This is an optimization exercise on Yosys and OpenROAD, whose aim is small area, a short achievable clock period and few clock cycles, not a production implementation. Where RTL was checked, it was by simulation tests only, not by an equivalence proof against the original. Power and IR drop assume default switching activity.

== run A ==
## Datapath
module Datapath (input clk, rst,
                 input [23:0] imem_data,
                 input [23:0] dmem_rdata,
                 output [23:0] imem_addr,
                 output [23:0] dmem_addr,
                 output [23:0] dmem_wdata,
                 output dmem_we,
                 output halted
);
clock: 10.0 ns
lec_check: 0
abc_area: 1
cap_margin: 20
core_margin: 2
core_utilization: 40
slew_margin: 20
run.sh (not shown) runs the stock make flow with config.mk's settings and CLKGATE_MAP_FILE= SYNTH_SCRIPT=/design/flow/synth_recipe.tcl, a recipe that flattens the netlist after the stock synthesis.
Run A ended with every stage complete and zero timing, DRC or antenna violations.
Inputs modified between run A and run B:
- ABC_AREA no longer set, was 1
==> run summary <==
- For the fmax, run B came in 4.9% higher than run A did.
- Re logic depth of the worst path, buffers included: run B and run A aren't equal, and the lower value belongs to run B.
- Run A vs run B, most common library cell in the layout ignoring fill and taps: sky130_fd_sc_hd__nand2_1 vs sky130_fd_sc_hd__edfxtp_1
- Run B reports its destination of the critical timing path as PC[1]$_SDFFE_PP0N_ while run A reports PC[4]$_SDFFE_PP0N_.
- Diff run A -> run B: count of buffer and inverter cells on the critical path down 2, global-route wire length before repair decreased 15%.
Function was not checked in any run of this note: the RTL went through the layout flow alone.

========
Datapath, a different RTL version from the one above (not shown whole).
Size: ~1500 cells after synthesis, roughly 400 flip-flops, roughly 120 I/O pins.
==> flow/config.mk <==
export PLATFORM = sky130hd
export DESIGN_NAME = Datapath
export DESIGN_NICKNAME = Datapath
export VERILOG_FILES = /design/flow/design.v
export SDC_FILE = /design/flow/constraint.sdc
export NUM_CORES = 4
export LEC_CHECK = 0
export CAP_MARGIN = 20
export CORE_MARGIN = 2
export CORE_UTILIZATION = 60
export CTS_BUF_LIST = sky130_fd_sc_hd__clkbuf_16 sky130_fd_sc_hd__clkbuf_8
export CTS_CLUSTER_DIAMETER = 60
export CTS_CLUSTER_SIZE = 15
export SLEW_MARGIN = 20
==> flow/constraint.sdc <==
create_clock -name core_clock -period 10.0 [get_ports {clk}]
set_input_delay 2.0000 -clock core_clock [delete_from_list [all_inputs] [get_ports {clk}]]
set_output_delay 2.0000 -clock core_clock [all_outputs]
set_load 0.01 [all_outputs]
standard.sh (not shown) runs the stock make flow with config.mk's settings and CLKGATE_MAP_FILE= SYNTH_SCRIPT=/design/flow/synth_recipe.tcl, a recipe that flattens the netlist after the stock synthesis.
==> flow/flow/run.sh <==
#!/bin/bash
# Standard layout, with plain buffers on the ports and timing repair aiming
# at a 6.7 ns setup margin.
bash standard.sh SETUP_SLACK_MARGIN=6.7 'BUFFER_PORTS_ARGS=-buffer_cell sky130_fd_sc_hd__buf_2' finish > standard.log 2>&1
Testbench counts at the start, summed over its fixed seeds: cycles 103,362.
==> next run, changes <==
--- a/flow/config.mk
+++ b/flow/config.mk
@@ -9,6 +9,7 @@
 export CORE_MARGIN = 2
 export CORE_UTILIZATION = 60
-export CTS_BUF_LIST = sky130_fd_sc_hd__clkbuf_16 sky130_fd_sc_hd__clkbuf_8
+export CTS_BUF_LIST = sky130_fd_sc_hd__clkbuf_8
 export CTS_CLUSTER_DIAMETER = 60
 export CTS_CLUSTER_SIZE = 15
+export GPL_TIMING_DRIVEN = 1
 export SLEW_MARGIN = 20
Result: Final cell count hardly moves; cell area goes down by 2.0%; via count rose by 0.53%; sequential power is about the same; total power fell by 8.5%; area after synthesis stays the same; die area does not change; sequential share of layout area increases by 1.1 points; worst hold slack loses 0.0046 ns; worst setup slack degrades by 0.031 ns.
==> next run, changes <==
==> flow/flow/run.sh (replaced) <==
#!/bin/bash
# Standard layout, with plain buffers on the ports and timing repair aiming
# at a 6.8 ns setup margin.
bash standard.sh SETUP_SLACK_MARGIN=6.8 'BUFFER_PORTS_ARGS=-buffer_cell sky130_fd_sc_hd__buf_2' finish > standard.log 2>&1
--- a/flow/config.mk
+++ b/flow/config.mk
@@ -12,4 +12,3 @@
 export CTS_CLUSTER_DIAMETER = 60
 export CTS_CLUSTER_SIZE = 15
-export GPL_TIMING_DRIVEN = 1
 export SLEW_MARGIN = 20
Wire length grows by 0.36%.
Clock power shrinks by about 7%.
Design area hardly moves.
Sequential power hardly moves.
Worst setup slack got worse by 0.014 ns.
Final cell count hardly moves.
Area after synthesis is unchanged.
Die area stays the same.
First-iteration DRC count shrinks by 1.5%.
Hold slack got worse by 0.0035 ns.

========
== green ==
Another version of the RTL of Datapath (not shown whole).
For scale: roughly 1,500 cells after synthesis, roughly 390 flip-flops, ~120 I/O pins, about 0.018 sq mm of cells after synthesis.
==> flow/config.mk <==
export PLATFORM = sky130hd
export DESIGN_NAME = Datapath
export DESIGN_NICKNAME = Datapath
export VERILOG_FILES = /design/flow/design.v
export SDC_FILE = /design/flow/constraint.sdc
export NUM_CORES = 4
export LEC_CHECK = 0
export CAP_MARGIN = 20
export CORE_MARGIN = 2
export CORE_UTILIZATION = 60
export CTS_BUF_LIST = sky130_fd_sc_hd__clkbuf_8
export SLEW_MARGIN = 20
==> flow/constraint.sdc <==
create_clock -name core_clock -period 10.0 [get_ports {clk}]
set_input_delay 2.0000 -clock core_clock [delete_from_list [all_inputs] [get_ports {clk}]]
set_output_delay 2.0000 -clock core_clock [all_outputs]
set_load 0.01 [all_outputs]
==> flow/flow/run.sh <==
#!/bin/bash
# Standard layout, except: adders are left to abc as plain gates (no full or
# half adder cells), plain buffers on the ports, and timing repair aiming at
# a 6.5 ns setup margin.
bash standard.sh ADDER_MAP_FILE= SETUP_SLACK_MARGIN=6.5 'BUFFER_PORTS_ARGS=-buffer_cell sky130_fd_sc_hd__buf_2' finish > standard.log 2>&1
Having completed the whole flow, green delivered a layout that passed the timing, design-rule and antenna checks.
Testbench counts of green, summed over its fixed seeds: cycles 103,338.
#### Input delta (blue over green)
# green
export LEC_CHECK = 0
export CAP_MARGIN = 20
export CORE_MARGIN = 2
export CORE_UTILIZATION = 60
export CTS_BUF_LIST = sky130_fd_sc_hd__clkbuf_8
export SLEW_MARGIN = 20
create_clock -name core_clock -period 10.0 [get_ports {clk}]
# blue
export LEC_CHECK = 0
export CAP_MARGIN = 20
export CORE_MARGIN = 2
export CORE_UTILIZATION = 60
export CTS_BUF_LIST = sky130_fd_sc_hd__clkbuf_8
export CTS_CLUSTER_DIAMETER = 60
export CTS_CLUSTER_SIZE = 15
export SLEW_MARGIN = 20
create_clock -name core_clock -period 10.0 [get_ports {clk}]
==> flow/flow/run.sh <==
#!/bin/bash
# Standard layout, with plain buffers on the ports and timing repair aiming
# at a 6.5 ns setup margin.
bash standard.sh SETUP_SLACK_MARGIN=6.5 'BUFFER_PORTS_ARGS=-buffer_cell sky130_fd_sc_hd__buf_2' finish > standard.log 2>&1
In the reports for blue and green, the larger share of synthesized area occupied by flip-flops and latches belongs to green.
blue vs green: total design power down by a little under 10%
Via density per instance of blue exceeds that of green by a few percent.
blue and green ended up with nearly the same hold slack.
Area of the core region of green is on par with blue.
Compared with green, blue shows a higher global-route wire length before repair.

## afterwards: timing with drivers on the ports
The results above use ideal ports. As a check the final layouts listed here were re-extracted and re-timed, cells and wires unchanged.
Step 1 (the two cells are an assumption about what drives the block):
set clk [get_ports {clk}]
set_driving_cell -lib_cell sky130_fd_sc_hd__clkbuf_16 $clk
set_driving_cell -lib_cell sky130_fd_sc_hd__buf_2 [delete_from_list [all_inputs] $clk]
Step 2 times the ports against the registers' clock, not the clock port: input delays grow and output delays shrink by t, the midpoint of the rising clock arrivals with the driver on.
Three values: ideal, step 1, step 2; two values: the first two.
| run | t (ns) | setup WS [ns] | latest minus earliest clock arrival (ns) | slew at the worst register clock pin (ns) | worst slew at a driven data input, ns |
|---|---|---|---|---|---|
| run A | 0.623 | 5.036 / 5.036 / 5.036 | 0.041 / 0.041 | 0.07 / 0.07 | 0.08 |
| run B | 0.613 | 5.269 / 5.269 / 5.269 | 0.022 / 0.021 | 0.07 / 0.07 | 0.06 |
| the first run of note 2 | 0.580 | 6.805 / 6.780 / 6.256 | 0.012 / 0.012 | 0.07 / 0.07 | 0.04 |
| the second run of note 2 | 0.619 | 6.774 / 6.724 / 6.288 | 0.020 / 0.020 | 0.10 / 0.10 | 0.04 |
| the third run of note 2 | 0.613 | 6.760 / 6.712 / 6.253 | 0.021 / 0.022 | 0.10 / 0.10 | 0.06 |
| green | 0.634 | 6.518 / 6.473 / 6.195 | 0.030 / 0.030 | 0.07 / 0.07 | 0.04 |
| blue | 0.608 | 6.610 / 6.561 / 6.155 | 0.038 / 0.038 | 0.10 / 0.10 | 0.06 |
After both steps setup and hold are still met in every run listed. For the first run of note 2, which loses most, drivers alone change the setup slack by -0.025 ns; drivers and shift together by -0.549 ns.
